Context: an optimization exercise on an open-source flow, tuned for small area. The choices shown serve that exercise and are no tape-out recipe.
Function was checked by simulation only, so behaviour that the tests miss may differ from the original.
The flow treats the clock pin as an ideal source, which a real chip does not have.
Power is estimated from default activity; no workload was simulated.

== old ==
// top_nexys_a7
module top_nexys_a7 (
    input clock,
    input reset,
    input confirma,
    input logic[15:0] SW,
    output logic[15:0] LED,
    output logic [7:0] AN,
    output logic [7:0] DIGIT
);
logic confirma_rising;
logic [2:0] code;
logic [2:0] nxt;
dspl_drv_NexysA7 display(
    .clock(clock),
    .reset(reset),
    .code(code),
    .nxt(nxt),
    .an(AN),
    .dec_ddp(DIGIT)
);
BullsAndCows game(
    .clock(clock),
    .reset(reset),
    .confirma_rising(confirma_rising),
    .SW(SW),
    .nxt(nxt),
    .led(LED),
    .code(code)
);
edge_detector_s borda(
    .clock(clock),
    .reset(reset),
    .din(confirma),
    .rising_confirma(confirma_rising)
);
endmodule
clock: 10.0 ns
lec_check: 0
cap_margin: 20
core_margin: 2
core_utilization: 40
cts_buf_list: sky130_fd_sc_hd__clkbuf_8
slew_margin: 20
run.sh (not shown) runs the stock make flow with config.mk's settings and CLKGATE_MAP_FILE= SYNTH_SCRIPT=/design/flow/synth_recipe.tcl, a recipe that flattens the netlist after the stock synthesis.
old closes out successfully: all stages finished, all timing, DRC and antenna checks passed.
Edits applied to the flow inputs when going from old to new:
==> flow/flow/run.sh (new file) <==
#!/bin/bash
# The standard layout (standard.sh), with three changes: ports are buffered
# with the smallest buffer, clock tree synthesis inserts no dummy loads, and
# the single constant driver of LED is not split into one tie cell per port.
set -euo pipefail
export BUFFER_PORTS_ARGS="-buffer_cell sky130_fd_sc_hd__buf_1"
export CTS_ARGS="-sink_clustering_enable -sink_clustering_size 50 -sink_clustering_max_diameter 1000 -repair_clock_nets -buf_list sky130_fd_sc_hd__clkbuf_8 -root_buf sky130_fd_sc_hd__clkbuf_8 -dont_use_dummy_load"
export SKIP_REPAIR_TIE_FANOUT=1
bash standard.sh > standard.log 2>&1
==> flow/standard.sh (new file) <==
#!/bin/bash
# synth_recipe.tcl (not shown) runs the flow's synth.tcl, then flattens the netlist and writes it again
# the make line also repeats each setting of config.mk as NAME=value (left out here)
make -C /OpenROAD-flow-scripts/flow DESIGN_CONFIG=/design/flow/config.mk WORK_HOME=/design/flow/orfs CLKGATE_MAP_FILE= SYNTH_SCRIPT=/design/flow/synth_recipe.tcl "${@:-finish}"
removed: flow/run.sh
Results
- new ended with every stage complete and zero timing, DRC or antenna violations.
- Diff old -> new: design area decreased 5.8%, final wirelength dropped 3.1%, sequential share of layout area up 2.7 points, smallest setup slack after layout higher.
- On routing usage on met2, the higher figure sits with old, not new.
- The non-clock buffer instance count of the final layout of new falls short of that of old by 1.


Starting RTL as in the previous note.
Settings: LEC_CHECK=0, CAP_MARGIN=20, CORE_MARGIN=2, CORE_UTILIZATION=40, CTS_BUF_LIST=sky130_fd_sc_hd__clkbuf_8, SLEW_MARGIN=20; clock period 10.0 ns.
standard.sh (not shown) runs the stock make flow with config.mk's settings and CLKGATE_MAP_FILE= SYNTH_SCRIPT=/design/flow/synth_recipe.tcl, a recipe that flattens the netlist after the stock synthesis.
==> flow/flow/run.sh <==
#!/bin/bash
# The standard layout (standard.sh), with three changes: ports are buffered
# with the smallest buffer, clock tree synthesis inserts no dummy loads, and
# the single constant driver of LED is not split into one tie cell per port.
set -euo pipefail
export BUFFER_PORTS_ARGS="-buffer_cell sky130_fd_sc_hd__buf_1"
export CTS_ARGS="-sink_clustering_enable -sink_clustering_size 100 -sink_clustering_max_diameter 1000 -repair_clock_nets -buf_list sky130_fd_sc_hd__clkbuf_16 -root_buf sky130_fd_sc_hd__clkbuf_16 -dont_use_dummy_load"
export SKIP_REPAIR_TIE_FANOUT=1
bash standard.sh > standard.log 2>&1
The starting point produced a clean layout.
Change:
--- a/flow/flow/run.sh
+++ b/flow/flow/run.sh
@@ -7 +7 @@
-export CTS_ARGS="-sink_clustering_enable -sink_clustering_size 100 -sink_clustering_max_diameter 1000 -repair_clock_nets -buf_list sky130_fd_sc_hd__clkbuf_16 -root_buf sky130_fd_sc_hd__clkbuf_16 -dont_use_dummy_load"
+export CTS_ARGS="-sink_clustering_enable -repair_clock_nets -buf_list sky130_fd_sc_hd__clkbuf_8 -dont_use_dummy_load"
Effect: Global-route usage is lower by 0.19 points; sequential share of layout area is higher by 0.90 points; sequential power barely changes; die area stays the same; hold slack hardly moves; setup slack loses 0.039 ns; synthesized cell count is unchanged; clock skew is higher by 0.0082 ns; clock power is lower by a quarter to a third; cell count is unchanged; synthesized area is unchanged.


Another version of the RTL of top_nexys_a7 (not shown whole).
Size in the first run: about 450 cells after synthesis, ~91 flip-flops, roughly 51 I/O pins.
// top_nexys_a7
module top_nexys_a7 (
    input clock,
    input reset,
    input confirma,
    input logic[15:0] SW,
    output logic[15:0] LED,
    output logic [7:0] AN,
    output logic [7:0] DIGIT
);
export LEC_CHECK = 0
export CAP_MARGIN = 20
export CORE_MARGIN = 2
export CORE_UTILIZATION = 40
export SLEW_MARGIN = 20
create_clock -name core_clock -period 10.0 [get_ports {clock}]
==> flow/flow/run.sh <==
#!/bin/bash
# The standard layout (standard.sh), with these changes: ports are buffered
# with the smallest buffer; the clock tree is built from small buffers with
# no dummy loads, and flow/cts_pre.tcl then upsizes the clock buffers whose
# loads see too large a slew; the single constant driver of LED is not split
# into one tie cell per port.
set -euo pipefail
export BUFFER_PORTS_ARGS="-buffer_cell sky130_fd_sc_hd__buf_1"
export CTS_ARGS="-sink_clustering_enable -repair_clock_nets -buf_list sky130_fd_sc_hd__clkbuf_4 -dont_use_dummy_load"
export PRE_CTS_TCL="$(pwd)/flow/cts_pre.tcl"
export CLK_SLEW_LIMIT_NS=0.110 CLK_UPSIZE=sky130_fd_sc_hd__clkbuf_8
export SKIP_REPAIR_TIE_FANOUT=1
bash standard.sh > standard.log 2>&1
==> flow/flow/cts_pre.tcl <==
# Clock tree: clock_tree_synthesis builds the tree from small buffers
# (CTS_ARGS), then each clock buffer whose loads see a slew above
# CLK_SLEW_LIMIT_NS (placement estimate) is upsized to CLK_UPSIZE, the
# largest slews first, until none is left above the limit.
rename clock_tree_synthesis orig_clock_tree_synthesis
proc clock_tree_synthesis {args} {
  orig_clock_tree_synthesis {*}$args
  set limit $::env(CLK_SLEW_LIMIT_NS)
  set big $::env(CLK_UPSIZE)
  set_propagated_clock [all_clocks]
  for {set round 0} {$round < 20} {incr round} {
    estimate_parasitics -placement
    set worst 0; set worst_buf ""
    foreach b [get_cells -filter "ref_name =~ sky130_fd_sc_hd__clkbuf_*"] {
      if {[get_property $b ref_name] eq $big} { continue }
      set net [get_nets -of_objects [get_pins -of_objects $b -filter "direction == output"]]
      set w 0
      foreach p [get_pins -of_objects $net -filter "direction == input"] {
        foreach e {rise fall} { set s [get_property $p slew_max_$e]; if {$s > $w} { set w $s } }
      }
      if {$w > $limit && $w > $worst} { set worst $w; set worst_buf $b }
    }
    if {$worst_buf eq ""} { break }
    puts "clock buffer [get_full_name $worst_buf]: load slew $worst ns, upsized to $big"
    replace_cell $worst_buf $big
  }
}
The starting point produced a clean layout.
Change:
==> flow/flow/run.sh (replaced) <==
#!/bin/bash
# The standard layout (standard.sh), with three changes: ports are buffered
# with the smallest buffer, clock tree synthesis inserts no dummy loads, and
# the single constant driver of LED is not split into one tie cell per port.
set -euo pipefail
export BUFFER_PORTS_ARGS="-buffer_cell sky130_fd_sc_hd__buf_1"
export CTS_ARGS="-sink_clustering_enable -repair_clock_nets -buf_list sky130_fd_sc_hd__clkbuf_8 -dont_use_dummy_load"
export SKIP_REPAIR_TIE_FANOUT=1
bash standard.sh > standard.log 2>&1
--- a/flow/config.mk
+++ b/flow/config.mk
@@ -10,2 +10,3 @@
 export CORE_UTILIZATION = 40
+export CTS_BUF_LIST = sky130_fd_sc_hd__clkbuf_8
 export SLEW_MARGIN = 20
removed: flow/flow/cts_pre.tcl
Effect: The changed run passed the timing, DRC and antenna checks. Sequential share of layout area is lower by 0.24 points. Setup slack got worse by 0.017 ns. Non-clock buffer count is unchanged. Total power came out higher by 1.5%. Die area is unchanged. Synthesized cell count does not change. Cell area went up by 0.52%. Via count is lower by 0.74%.

-- separate check: timing with driven ports --
The flow's constraints put no driver on any port. The routed layouts listed below were extracted and timed again, unchanged, in two steps.
Step 1 sets driving cells, clkbuf_16 on the clock port and buf_2 on the other inputs (assumed; they add their load-dependent delay and slew).
Step 2, shift: input delay + t, output delay - t, t = (earliest + latest rising clock arrival at the registers) / 2. This alone moves slack from input paths to output paths.
Three values: no drivers, after step 1, after step 2; two values: the first two.
run	t (ns)	setup WS [ns]	hold WS [ns]	slew at the worst register clock pin (ns)	worst data-port slew with drivers (ns)
old	0.376	4.440 / 4.409 / 4.785	0.370 / 0.370 / 0.370	0.09 / 0.09	0.03
new	0.380	4.795 / 4.764 / 5.143	0.368 / 0.368 / 0.368	0.09 / 0.09	0.04
the first run of note 2	0.368	4.834 / 4.799 / 5.167	0.365 / 0.365 / 0.365	0.06 / 0.06	0.04
the second run of note 2	0.380	4.795 / 4.764 / 5.143	0.368 / 0.368 / 0.368	0.09 / 0.09	0.04
the first run of note 3	0.380	4.766 / 4.736 / 5.116	0.369 / 0.369 / 0.369	0.11 / 0.11	0.04
the second run of note 3	0.386	4.748 / 4.719 / 5.105	0.372 / 0.372 / 0.372	0.08 / 0.08	0.04
After both steps setup and hold are still met in every run listed.
